From an optimization exercise on the open Yosys and OpenROAD flow, aimed at small area; shortcuts taken in it are not production practice.
Only simulation tests tie the RTL to the original design; equivalence was not proved.
Power is estimated from default activity; no workload was simulated.

Design all_mod, start of the top module:
module all_mod (
    input  logic       clk, rst, wr, rd,
    input  logic       rx,
    input  logic [2:0] addr,
    input  logic [7:0] din,
    output logic       tx,
    output logic [7:0] dout
);
For scale: ~1200 cells after synthesis, roughly 390 flip-flops, ~25 I/O pins, about 16000 sq um of cells after synthesis.
make LEC_CHECK=0 CAP_MARGIN=20 CORE_MARGIN=2 CORE_UTILIZATION=40 CTS_BUF_LIST=sky130_fd_sc_hd__clkbuf_16 CTS_CLUSTER_DIAMETER=100 CTS_CLUSTER_SIZE=26 SLEW_MARGIN=20 finish   # period 10.0 ns
run.sh (not shown) runs the stock make flow with config.mk's settings and CLKGATE_MAP_FILE= SYNTH_SCRIPT=/design/flow/synth_recipe.tcl, a recipe that flattens the netlist after the stock synthesis.
The starting point finished with timing, DRC and antenna clean.
Change:
==> flow/flow/run.sh (new file) <==
#!/bin/bash
# Own layout flow: the standard ORFS flow (standard.sh, unchanged synthesis) with two
# layout choices changed through ORFS's own variables:
#  - port buffers use the smallest buffer cell instead of the resizer's default pick;
#  - the clock tree uses clkbuf_16 leaf buffers on clusters of up to 26 flip-flops and
#    inserts no dummy loads.
set -euo pipefail
export BUFFER_PORTS_ARGS="-buffer_cell sky130_fd_sc_hd__buf_1"
export CTS_ARGS="-sink_clustering_enable -repair_clock_nets -sink_clustering_size 26 -sink_clustering_max_diameter 100 -buf_list sky130_fd_sc_hd__clkbuf_16 -root_buf sky130_fd_sc_hd__clkbuf_8 -tree_buf sky130_fd_sc_hd__clkbuf_8 -sink_clustering_buffer sky130_fd_sc_hd__clkbuf_16 -dont_use_dummy_load"
bash standard.sh finish > standard_flow.log 2>&1
==> flow/standard.sh (new file) <==
#!/bin/bash
# synth_recipe.tcl (not shown) runs the flow's synth.tcl, then flattens the netlist and writes it again
# the make line also repeats each setting of config.mk as NAME=value (left out here)
make -C /OpenROAD-flow-scripts/flow DESIGN_CONFIG=/design/flow/config.mk WORK_HOME=/design/flow/orfs CLKGATE_MAP_FILE= SYNTH_SCRIPT=/design/flow/synth_recipe.tcl "${@:-finish}"
Settings changed: CAP_MARGIN 20 to 10, SLEW_MARGIN 20 to 10.
removed: flow/run.sh
Routed wire length increases by 1.0%.
Combinational power hardly moves.
Total power decreases by 2.2%.
Worst setup slack gains 470 ps.
Maximum frequency increases by 11%.
Clock power decreases by 9.3%.
Hold slack loses 20 ps.
Final area decreases by 1.6%.
Clock-buffer cell count stays the same.
Synthesized area does not change.
Via count increases by 0.65%.

== exp/lagoon ==
all_mod, a different RTL version from the one above (not shown whole).
Size in the first run: roughly 1400 cells after synthesis, ~390 flip-flops, about 25 I/O pins, roughly 17000 um2 of cells after synthesis.
export LEC_CHECK = 0
export CAP_MARGIN = 20
export CORE_MARGIN = 2
export CORE_UTILIZATION = 40
export CTS_BUF_LIST = sky130_fd_sc_hd__clkbuf_8
export CTS_CLUSTER_DIAMETER = 60
export CTS_CLUSTER_SIZE = 18
export SLEW_MARGIN = 20
create_clock -name core_clock -period 10.0 [get_ports {clk}]
Stock flow here: none of the scripts above is used.
exp/lagoon: full flow OK, the timing, design-rule and antenna checks passed
[inputs] exp/tundra vs exp/lagoon
# exp/lagoon
export LEC_CHECK = 0
export CAP_MARGIN = 20
export CORE_MARGIN = 2
export CORE_UTILIZATION = 40
export CTS_BUF_LIST = sky130_fd_sc_hd__clkbuf_8
export CTS_CLUSTER_DIAMETER = 60
export CTS_CLUSTER_SIZE = 18
export SLEW_MARGIN = 20
create_clock -name core_clock -period 10.0 [get_ports {clk}]
# exp/tundra
export LEC_CHECK = 0
export CAP_MARGIN = 20
export CORE_MARGIN = 2
export CORE_UTILIZATION = 60
export CTS_BUF_LIST = sky130_fd_sc_hd__clkbuf_2 sky130_fd_sc_hd__clkbuf_4 sky130_fd_sc_hd__clkbuf_8
export SLEW_MARGIN = 20
create_clock -name core_clock -period 10.0 [get_ports {clk}]
Notes after the runs:
NOTE: area added between synthesis and finish in exp/tundra exceeds that of exp/lagoon. Of exp/tundra and exp/lagoon, the run reporting the lower global-route track usage on met3 was exp/lagoon. Against exp/lagoon, met3 wirelength from detailed routing in exp/tundra rose by more than a quarter.

Another version of the RTL of all_mod (not shown whole).
For scale: ~1,100 cells after synthesis, ~400 flip-flops.
Design all_mod, start of the top module:
module all_mod (
    input  logic       clk, rst, wr, rd,
    input  logic       rx,
    input  logic [2:0] addr,
    input  logic [7:0] din,
    output logic       tx,
    output logic [7:0] dout
);
Settings: LEC_CHECK=0, CAP_MARGIN=10, CORE_MARGIN=2, CORE_UTILIZATION=40, CTS_BUF_LIST=sky130_fd_sc_hd__clkbuf_16, CTS_CLUSTER_DIAMETER=100, CTS_CLUSTER_SIZE=26, SLEW_MARGIN=10; clock period 10.0 ns.
standard.sh (not shown) runs the stock make flow with config.mk's settings and CLKGATE_MAP_FILE= SYNTH_SCRIPT=/design/flow/synth_recipe.tcl, a recipe that flattens the netlist after the stock synthesis.
==> flow/flow/run.sh <==
#!/bin/bash
# Own layout flow: the standard ORFS flow (standard.sh, unchanged synthesis) with two
# layout choices changed through ORFS's own variables:
#  - port buffers use the smallest buffer cell instead of the resizer's default pick;
#  - the clock tree uses clkbuf_16 leaf buffers on clusters of up to 26 flip-flops and
#    inserts no dummy loads.
set -euo pipefail
export BUFFER_PORTS_ARGS="-buffer_cell sky130_fd_sc_hd__buf_1"
export CTS_ARGS="-sink_clustering_enable -repair_clock_nets -sink_clustering_size 30 -sink_clustering_max_diameter 100 -buf_list sky130_fd_sc_hd__clkbuf_16 -root_buf sky130_fd_sc_hd__clkbuf_8 -tree_buf sky130_fd_sc_hd__clkbuf_8 -sink_clustering_buffer sky130_fd_sc_hd__clkbuf_16 -dont_use_dummy_load"
bash standard.sh finish > standard_flow.log 2>&1
Rerun with:
==> flow/run.sh (new file) <==
#!/bin/bash
# synth_recipe.tcl (not shown) runs the flow's synth.tcl, then flattens the netlist and writes it again
# the make line also repeats each setting of config.mk as NAME=value (left out here)
make -C /OpenROAD-flow-scripts/flow DESIGN_CONFIG=/design/flow/config.mk WORK_HOME=/design/flow/orfs CLKGATE_MAP_FILE= SYNTH_SCRIPT=/design/flow/synth_recipe.tcl finish
--- a/flow/config.mk
+++ b/flow/config.mk
@@ -8 +8 @@
-export CAP_MARGIN = 10
+export CAP_MARGIN = 20
@@ -14 +14,2 @@
-export SLEW_MARGIN = 10
+export PLACE_DENSITY = 0.75
+export SLEW_MARGIN = 20
removed: flow/flow/run.sh
removed: flow/standard.sh
What happened:
- routed wire length came out lower by 3.5%
- die area is unchanged
- first-iteration DRC count came out higher by about 15%
- global-route usage came out lower by 0.34 points
- clock skew came out lower by 0.087 ns
- design area came out higher by 1.9%
- worst setup slack got worse by 0.61 ns
- core utilization came out higher by 0.81 points
- via count came out higher by about 2.2%
- hold slack got worse by 0.0065 ns

re-timing with driven ports:
How much do the figures lean on ideal ports? The routed layouts below were timed once more, with nothing changed but the port constraints.
Step 1 sets driving cells, clkbuf_16 on the clock port and buf_2 on the other inputs (assumed; they add their load-dependent delay and slew).
Step 2 also shifts input and output timing later by t, the mid clock arrival at the registers, as if the neighbouring blocks saw the same clock.
Slacks: no drivers / after step 1 / after step 2; pairs: no drivers / after step 1.
run	t, ns	setup slack, ns	worst register clock-pin slew, ns
the first run of note 1	0.574	5.106 / 5.125 / 4.552	0.11 / 0.11
the second run of note 1	0.629	5.575 / 5.592 / 4.963	0.11 / 0.11
exp/lagoon	0.647	5.515 / 5.537 / 4.889	0.12 / 0.12
exp/tundra	0.618	5.419 / 5.440 / 4.822	0.06 / 0.06
the first run of note 3	0.598	6.279 / 6.293 / 5.696	0.12 / 0.12
the second run of note 3	0.577	5.672 / 5.694 / 5.118	0.10 / 0.10
After both steps setup and hold are still met in every run listed. The setup slack of exp/lagoon, which loses most, moves by +0.022 ns with the drivers and by -0.626 ns with both steps.
